Source: an optimization exercise on an open RTL-to-GDS flow (aim: small area). Production flows keep margins and buffers that such runs may drop. Only simulation tests tie the RTL to the original design; equivalence was not proved. Power and IR drop assume default switching activity.

**config.mk**
```make
export PLATFORM = sky130hd
export DESIGN_NAME = digital_clock_lcd
export DESIGN_NICKNAME = digital_clock_lcd
export VERILOG_FILES = /design/flow/design.v
export SDC_FILE = /design/flow/constraint.sdc
export NUM_CORES = 4
export LEC_CHECK = 0
export CAP_MARGIN = 20
export CORE_MARGIN = 2
export CORE_UTILIZATION = 40
export SLEW_MARGIN = 20
```
**design.v**
```verilog
module digital_clock_lcd #(
    parameter CNT1MS = 10   
)(
    input             clk,
    input             resetn,
    input             set_en,
    input      [11:0] set_year,
    input      [4:0]  set_month,
    input      [4:0]  set_day,
    input      [4:0]  set_hour,
    input      [5:0]  set_min,
    input      [5:0]  set_sec,
    output reg        lcd_e,
    output reg        lcd_rs,
    output            lcd_rw,
    output reg [7:0]  lcd_data
);
    localparam [7:0] CMD_FUNCTION_SET = 8'b0011_1000;
    localparam [7:0] CMD_DISPLAY_OFF  = 8'b0000_1000;
    localparam [7:0] CMD_CLEAR        = 8'b0000_0001;
    localparam [7:0] CMD_ENTRY_MODE   = 8'b0000_0110;
    localparam [7:0] CMD_DISPLAY_ON   = 8'b0000_1100;
    localparam [7:0] CMD_RETURN_HOME  = 8'b0000_0010;
    localparam [7:0] CMD_SET_LINE1    = 8'b1000_0000;
    localparam [7:0] CMD_SET_LINE2    = 8'b1100_0000;
    localparam [7:0] CG_SPACE  = 8'h20;
    localparam [7:0] CG_DIGIT0 = 8'h30;  
    localparam [7:0] CG_SLASH  = 8'h2F;
    localparam [7:0] CG_COLON  = 8'h3A;
    assign lcd_rw = 1'b0;
    reg [31:0] cnt_clk;
    reg        tick1ms;
    always @(posedge clk or negedge resetn) begin
        if (!resetn) begin
            cnt_clk <= 0; tick1ms <= 0;
        end else if (cnt_clk == CNT1MS-1) begin
            cnt_clk <= 0; tick1ms <= 1;
        end else begin
            cnt_clk <= cnt_clk + 1; tick1ms <= 0;
        end
    end
    reg [1:0] t4_cnt;
    reg       tick4ms;
    always @(posedge clk or negedge resetn) begin
        if (!resetn) begin
            t4_cnt  <= 0; tick4ms <= 0;
        end else if (tick1ms) begin
            if (t4_cnt == 3) begin t4_cnt <= 0; tick4ms <= 1; end
            else begin t4_cnt <= t4_cnt + 1; tick4ms <= 0; end
        end else tick4ms <= 0;
    end
    reg [7:0] cnt1s;
    reg       tick1s;
    always @(posedge clk or negedge resetn) begin
        if (!resetn) begin
            cnt1s <= 0; tick1s <= 0;
        end else if (tick4ms) begin
            if (cnt1s == 249) begin cnt1s <= 0; tick1s <= 1; end
            else begin cnt1s <= cnt1s + 1; tick1s <= 0; end
        end else tick1s <= 0;
    end
    reg [11:0] year;
    reg [4:0]  month;
    reg [7:0]  day;
    reg [4:0]  hour;
    reg [5:0]  min;
    reg [5:0]  sec;
    function [7:0] days_in_month;
        input [4:0] m;
        begin
            case (m)
                1,3,5,7,8,10,12: days_in_month = 31;
                4,6,9,11:        days_in_month = 30;
                2:               days_in_month = 28;
                default:         days_in_month = 31;
            endcase
        end
    endfunction
    always @(posedge clk or negedge resetn) begin
        if (!resetn) begin
            year  <= 12'd2024;
            month <= 5'd1;
            day   <= 8'd1;
            hour  <= 5'd0;
            min   <= 6'd0;
            sec   <= 6'd0;
        end else if (set_en) begin
            year  <= set_year;
            month <= set_month;
            day   <= {3'b000, set_day};
            hour  <= set_hour;
            min   <= set_min;
            sec   <= set_sec;
        end else if (tick1s) begin
            if (sec == 59) begin sec <= 0;
                if (min == 59) begin min <= 0;
                    if (hour == 23) begin hour <= 0;
                        if (day == days_in_month(month)) begin day <= 1;
                            if (month == 12) begin month <= 1; year <= year + 1; end
                            else month <= month + 1;
                        end else day <= day + 1;
                    end else hour <= hour + 1;
                end else min <= min + 1;
            end else sec <= sec + 1;
        end
    end
    localparam S_INIT   = 2'd0;
    localparam S_WRITE  = 2'd1;
    localparam S_RETURN = 2'd2;
    reg [1:0] state;
    reg [2:0] init_cnt;
    reg [4:0] pos;
    reg       line_sel;
    reg [1:0] e_cnt;   
    always @(posedge clk or negedge resetn) begin
        if (!resetn) begin
            state    <= S_INIT;
            init_cnt <= 0;
            pos      <= 0;
            line_sel <= 0;
            e_cnt    <= 0;
        end else begin
            if (tick1ms) begin
                if (e_cnt == 3) e_cnt <= 0;
                else             e_cnt <= e_cnt + 1;
            end
            if (tick4ms) begin
                case (state)
                    S_INIT:    if (init_cnt < 5) init_cnt <= init_cnt + 1;
                               else              state    <= S_WRITE;
                    S_WRITE:   if (pos < 16) pos <= pos + 1;
                               else begin pos <= 0; state <= S_RETURN; end
                    S_RETURN:  begin state <= S_WRITE;
                               line_sel <= ~line_sel; end
                    default:   state <= S_INIT;
                endcase
            end
        end
    end
    function [7:0] init_cmds;
        input [2:0] i;
        begin
            case (i)
                3'd0:    init_cmds = CMD_FUNCTION_SET;
                3'd1:    init_cmds = CMD_DISPLAY_OFF;
                3'd2:    init_cmds = CMD_CLEAR;
                3'd3:    init_cmds = CMD_ENTRY_MODE;
                3'd4:    init_cmds = CMD_DISPLAY_ON;
                3'd5:    init_cmds = CMD_RETURN_HOME;
                default: init_cmds = 8'h00;
            endcase
        end
    endfunction
    function [7:0] get_char;
        input        line;
        input [4:0]  idx;
        begin
            if (!line) begin
                case (idx)
                    0:  get_char = CG_DIGIT0 + (year / 1000);
                    1:  get_char = CG_DIGIT0 + ((year / 100)   % 10);
                    2:  get_char = CG_DIGIT0 + ((year / 10)    % 10);
                    3:  get_char = CG_DIGIT0 + (year           % 10);
                    4:  get_char = CG_SLASH;
                    5:  get_char = CG_DIGIT0 + (month / 10);
                    6:  get_char = CG_DIGIT0 + (month % 10);
                    7:  get_char = CG_SLASH;
                    8:  get_char = CG_DIGIT0 + (day   / 10);
                    9:  get_char = CG_DIGIT0 + (day   % 10);
                    default: get_char = CG_SPACE;
                endcase
            end else begin
                case (idx)
                    0:  get_char = CG_DIGIT0 + (hour  / 10);
                    1:  get_char = CG_DIGIT0 + (hour  % 10);
                    2:  get_char = CG_COLON;
                    3:  get_char = CG_DIGIT0 + (min   / 10);
                    4:  get_char = CG_DIGIT0 + (min   % 10);
                    5:  get_char = CG_COLON;
                    6:  get_char = CG_DIGIT0 + (sec   / 10);
                    7:  get_char = CG_DIGIT0 + (sec   % 10);
                    default: get_char = CG_SPACE;
                endcase
            end
        end
    endfunction
    always @(posedge clk or negedge resetn) begin
        if (!resetn) begin
            lcd_rs   <= 0;
            lcd_data <= 0;
            lcd_e    <= 0;
        end else begin
            if (tick4ms) begin
                case (state)
                    S_INIT: begin
                        lcd_rs   <= 0;
                        lcd_data <= init_cmds(init_cnt);
                    end
                    S_WRITE: begin
                        if (pos == 0) begin
                            lcd_rs   <= 0;
                            lcd_data <= (line_sel ? CMD_SET_LINE2 : CMD_SET_LINE1);
                        end else begin
                            lcd_rs   <= 1;
                            lcd_data <= get_char(line_sel, pos-1);
                        end
                    end
                    S_RETURN: begin
                        lcd_rs   <= 0;
                        lcd_data <= CMD_RETURN_HOME;
                    end
                endcase
            end
            lcd_e <= (e_cnt == 2'd1);
        end
    end
endmodule
```
**run.sh**
```bash
#!/bin/bash
# synth_recipe.tcl (not shown) runs the flow's synth.tcl, then flattens the netlist and writes it again
# the make line also repeats each setting of config.mk as NAME=value (left out here)
make -C /OpenROAD-flow-scripts/flow DESIGN_CONFIG=/design/flow/config.mk WORK_HOME=/design/flow/orfs CLKGATE_MAP_FILE= SYNTH_SCRIPT=/design/flow/synth_recipe.tcl finish
```
**constraint.sdc**
```tcl
create_clock -name core_clock -period 12.0 [get_ports {clk}]
set_input_delay 2.4000 -clock core_clock [delete_from_list [all_inputs] [get_ports {clk}]]
set_output_delay 2.4000 -clock core_clock [all_outputs]
set_load 0.01 [all_outputs]
```
==> impl_metrics.tcl <==
set metrics [dict create \
    status "complete, no violations" \
    syn_to_final_growth_pct 6.65 \
    rsz0062_at_grt "false" \
    start_util 0.407 \
    critPathRequiredTime_ns 12.31 \
    synth_warnings 1 \
    portBuffers 51 \
    syn_nets 2004 \
    synthAdderAreaFrac 0.0736 \
    crit_type "flop to flop" \
    drc 0 \
    critPathMaxStageDelay_ns 0.90 \
    final_util 0.434 \
    n_antenna_cell 0 \
    synth.distinct_cells 113 \
    synth_compound_area_frac 0.322 \
    first_global_vias 12600 \
    coreArea_um2 33600 \
    antenna_found_initial 0 \
    dp_hpwl_um 30600 \
    fmax_ghz 0.109 \
    dp_cells 2279 \
    cts.clk_slew.worst_paths_ns 0.09 \
    path_max_fanout 31 \
    gr-total-overflow 0 \
    synthArstFlopShare 1.00 \
    globalplace.congestion 0.929 \
    synth_cells 1893 \
    cts_buffers 9 \
    min_from "cnt_clk[31]" \
    final_cell_mix "nor2_1, nand2_1, o21ai_0" \
    ir_drop_v 0.000134 \
    cp.arrival_ns 9.48 \
    hold_end "cnt_clk[31]" \
    seq_area_um2 2760 \
    die_area_um2 35700 \
    syn_avg_cell_area_um2 7.22 \
    num_rows 67 \
    io_pins 53 \
    groute.usage.overall 0.226 \
    slew-limit-headroom 0.324 \
    final_max_slew_viol_count 0 \
    grt_max_degree 57 \
    skew_ns 0.0214 \
    fillers 3433 \
    period_minus_slack_ns 9.17 \
    clockRootBuffer "clkbuf_16" \
    clk_path_buf_depth 2 \
    tns_ns 0 \
    yosysSeqAreaShare 0.202 \
    cap_violations 0 \
    endpoint_kind "flop" \
    routed_wl_um 40900 \
    dr.pass1.iters 7 \
    yosys.area_share.simple 0.258 \
    vias 14000 \
    via_per_inst 6.12 \
    cp-start-kind "flop" \
    synth_top_family_by_area "compound AO/OA/AOI/OAI gates" \
    power.leakage_uw 0.00549 \
    synthFlopType "dfrtp_1" \
    worstHoldPathCells 1 \
    final_cells 2295 \
    worstRegToRegCells 28 \
    cts_hold_buffers 0 \
    ys_ff_latch 110 \
    synth-edff-count 0 \
    power_density_nw_per_um2 233 \
    cp_slowest_cell "dfstp_2" \
    drive_above_1_share 0.0558 \
    postRouteAntennaNets 0 \
    rrSetupSlack_ns 2.83 \
    drt_iter0_markers 1081 \
    multi_input_area_um2 10100 \
    synth-xor-area-share 0.0620 \
    final_common_cell "nor2_1" \
    setup_viol 0 \
    holdCritPathClass "flop to flop" \
    clock_sinks 110 \
    nNetsFinal 1953 \
    cts-resized-gates 0 \
    cp_common_cell "nor2_1" \
    fin_crit_sh 0.764 \
    route.detailed.wl_per_inst_um 17.8 \
    cts_tree "yes" \
    cts_post_setup_buffers_inserted 0 \
    muxShareOfSynthArea 0.0261 \
    r2r-end "lcd_data[5]" \
    die_width_um 189 \
    worstMarginPinSlew_ns 1.00 \
    syn_area_um2 13700 \
    rr_startpoint "year[9]" \
    insertion_delay_ns 0.38 \
    die_y_um 189 \
    hold_violations 0 \
    h-tree-depth 3 \
    grt_pass1_wl_um 66600 \
]
-- kinds of logic after synthesis --
family	count (synthesis)
and+or+nand+nor	731
AOI/OAI and AO/OA	646
buffers and inverters	192
DFF	110
xor gates and xnor gates	96
adders and majority gates	83
muxes	34
other	1
-- registers in the layout (all words and copies together), names as in the netlist --
signal / count
e_cnt: 2
min: 6
init_cnt: 3
t4_cnt: 2
month: 5
lcd_data: 8
lcd_e: 1
line_sel: 1
cnt1s: 8
cnt_clk: 32
sec: 6
state: 2
tick4ms: 1
day: 8
year: 12
lcd_rs: 1
tick1s: 1
pos: 5
hour: 5
tick1ms: 1
-- worst max-delay path by stage --
stage	start	end	slack, ns	cells after the start
final	year[9]	lcd_data[5]	2.83	28
after global routing	year[10]	lcd_data[5]	2.24	28
after CTS	year[9]	lcd_data[5]	3.00	28
after detailed placement	year[9]	lcd_data[5]	3.06	28
after global placement	year[9]	lcd_data[5]	3.42	28
after floorplan	year[10]	lcd_data[5]	5.21	34
-- area by class of cell --
cell class / count / share of cell area
multi-input cells: 1591 / 0.696
inverters: 72 / 0.0185
well taps: 448 / 0.0384
clock buffers: 9 / 0.0154
flip-flops and latches: 110 / 0.190
clock inverters: 7 / 0.00446
repair buffers: 58 / 0.0381
-- worst max-delay path, delay by kind of cell (launching register included) --
kind	cells	cell delay (ns)
fa+ha+maj	2	0.59
buf+inv	1	0.11
flops	1	0.90
xor+xnor	1	0.19
compound gates	13	3.25
simple gates	11	4.04
-- cell usage after synthesis (all sizes together) (23+ instances only) --
library cell | number | area [µm²]
nand2b | 29 | 189
ha | 69 | 863
buf | 33 | 178
nand2 | 183 | 689
inv | 66 | 248
nand3 | 80 | 400
o21ai | 177 | 893
nor3 | 68 | 373
a31oi | 33 | 221
nor2 | 210 | 791
dfrtp | 101 | 2530
nor4 | 27 | 175
clkbuf | 87 | 327
a211oi | 24 | 205
a21oi | 139 | 703
xnor2 | 79 | 699
o211ai | 23 | 183
-- power by group --
| group | switching (µW) | leakage [µW] | internal [µW] | total (µW) |
|---|---|---|---|---|
| Clock | 167 | 0.000142 | 146 | 313 |
| Sequential | 108 | 0.00141 | 401 | 509 |
| Combinational | 1630 | 0.00394 | 955 | 2580 |
| Total | 1900 | 0.00549 | 1500 | 3400 |
-- per-layer routing --
| layer | GRT usage | share of wire |
|---|---|---|
| met1 | 0.324 | 0.48 |
| met2 | 0.360 | 0.46 |
| met3 | 0.0187 | 0.045 |
| met4 | 0.0688 | 0.020 |
| met5 | 0 | 0 |
-- stage by stage --
stage | area, µm² | setup slack, ns | total power [µW] | hold WS, ns
floorplan | 13700 | 5.21 | 2550 | 0.447
CTS | 14600 | 3.00 | 3360 | 0.496
detailed placement | 14300 | 3.06 | 3030 | 0.481
global placement | 14300 | 3.42 | 3020 | 0.471
global route | 14600 | 2.24 | 3710 | 0.517
finish | 14600 | 2.83 | 3400 | 0.483

## port drivers added, routing unchanged
The results above use ideal ports. As a check the final layout listed here was re-extracted and re-timed, cells and wires unchanged.
Step 1, drivers: a clkbuf_16 drives clk and a buf_2 each remaining input, both assumed.
Step 2 also shifts input and output timing later by t, the mid clock arrival at the registers, as if the neighbouring blocks saw the same clock.
a / b / c = ideal ports / drivers / drivers and shift; a / b = the first two.
shift t [ns]: 0.426
setup slack, ns: 2.831 / 2.831 / 2.831
hold WS [ns]: 0.483 / 0.483 / 0.483
clock arrival spread, ns: 0.021 / 0.022
After both steps this run still meets setup and hold. For this run, drivers alone change the setup slack by 0.000 ns; drivers and shift together by 0.000 ns.
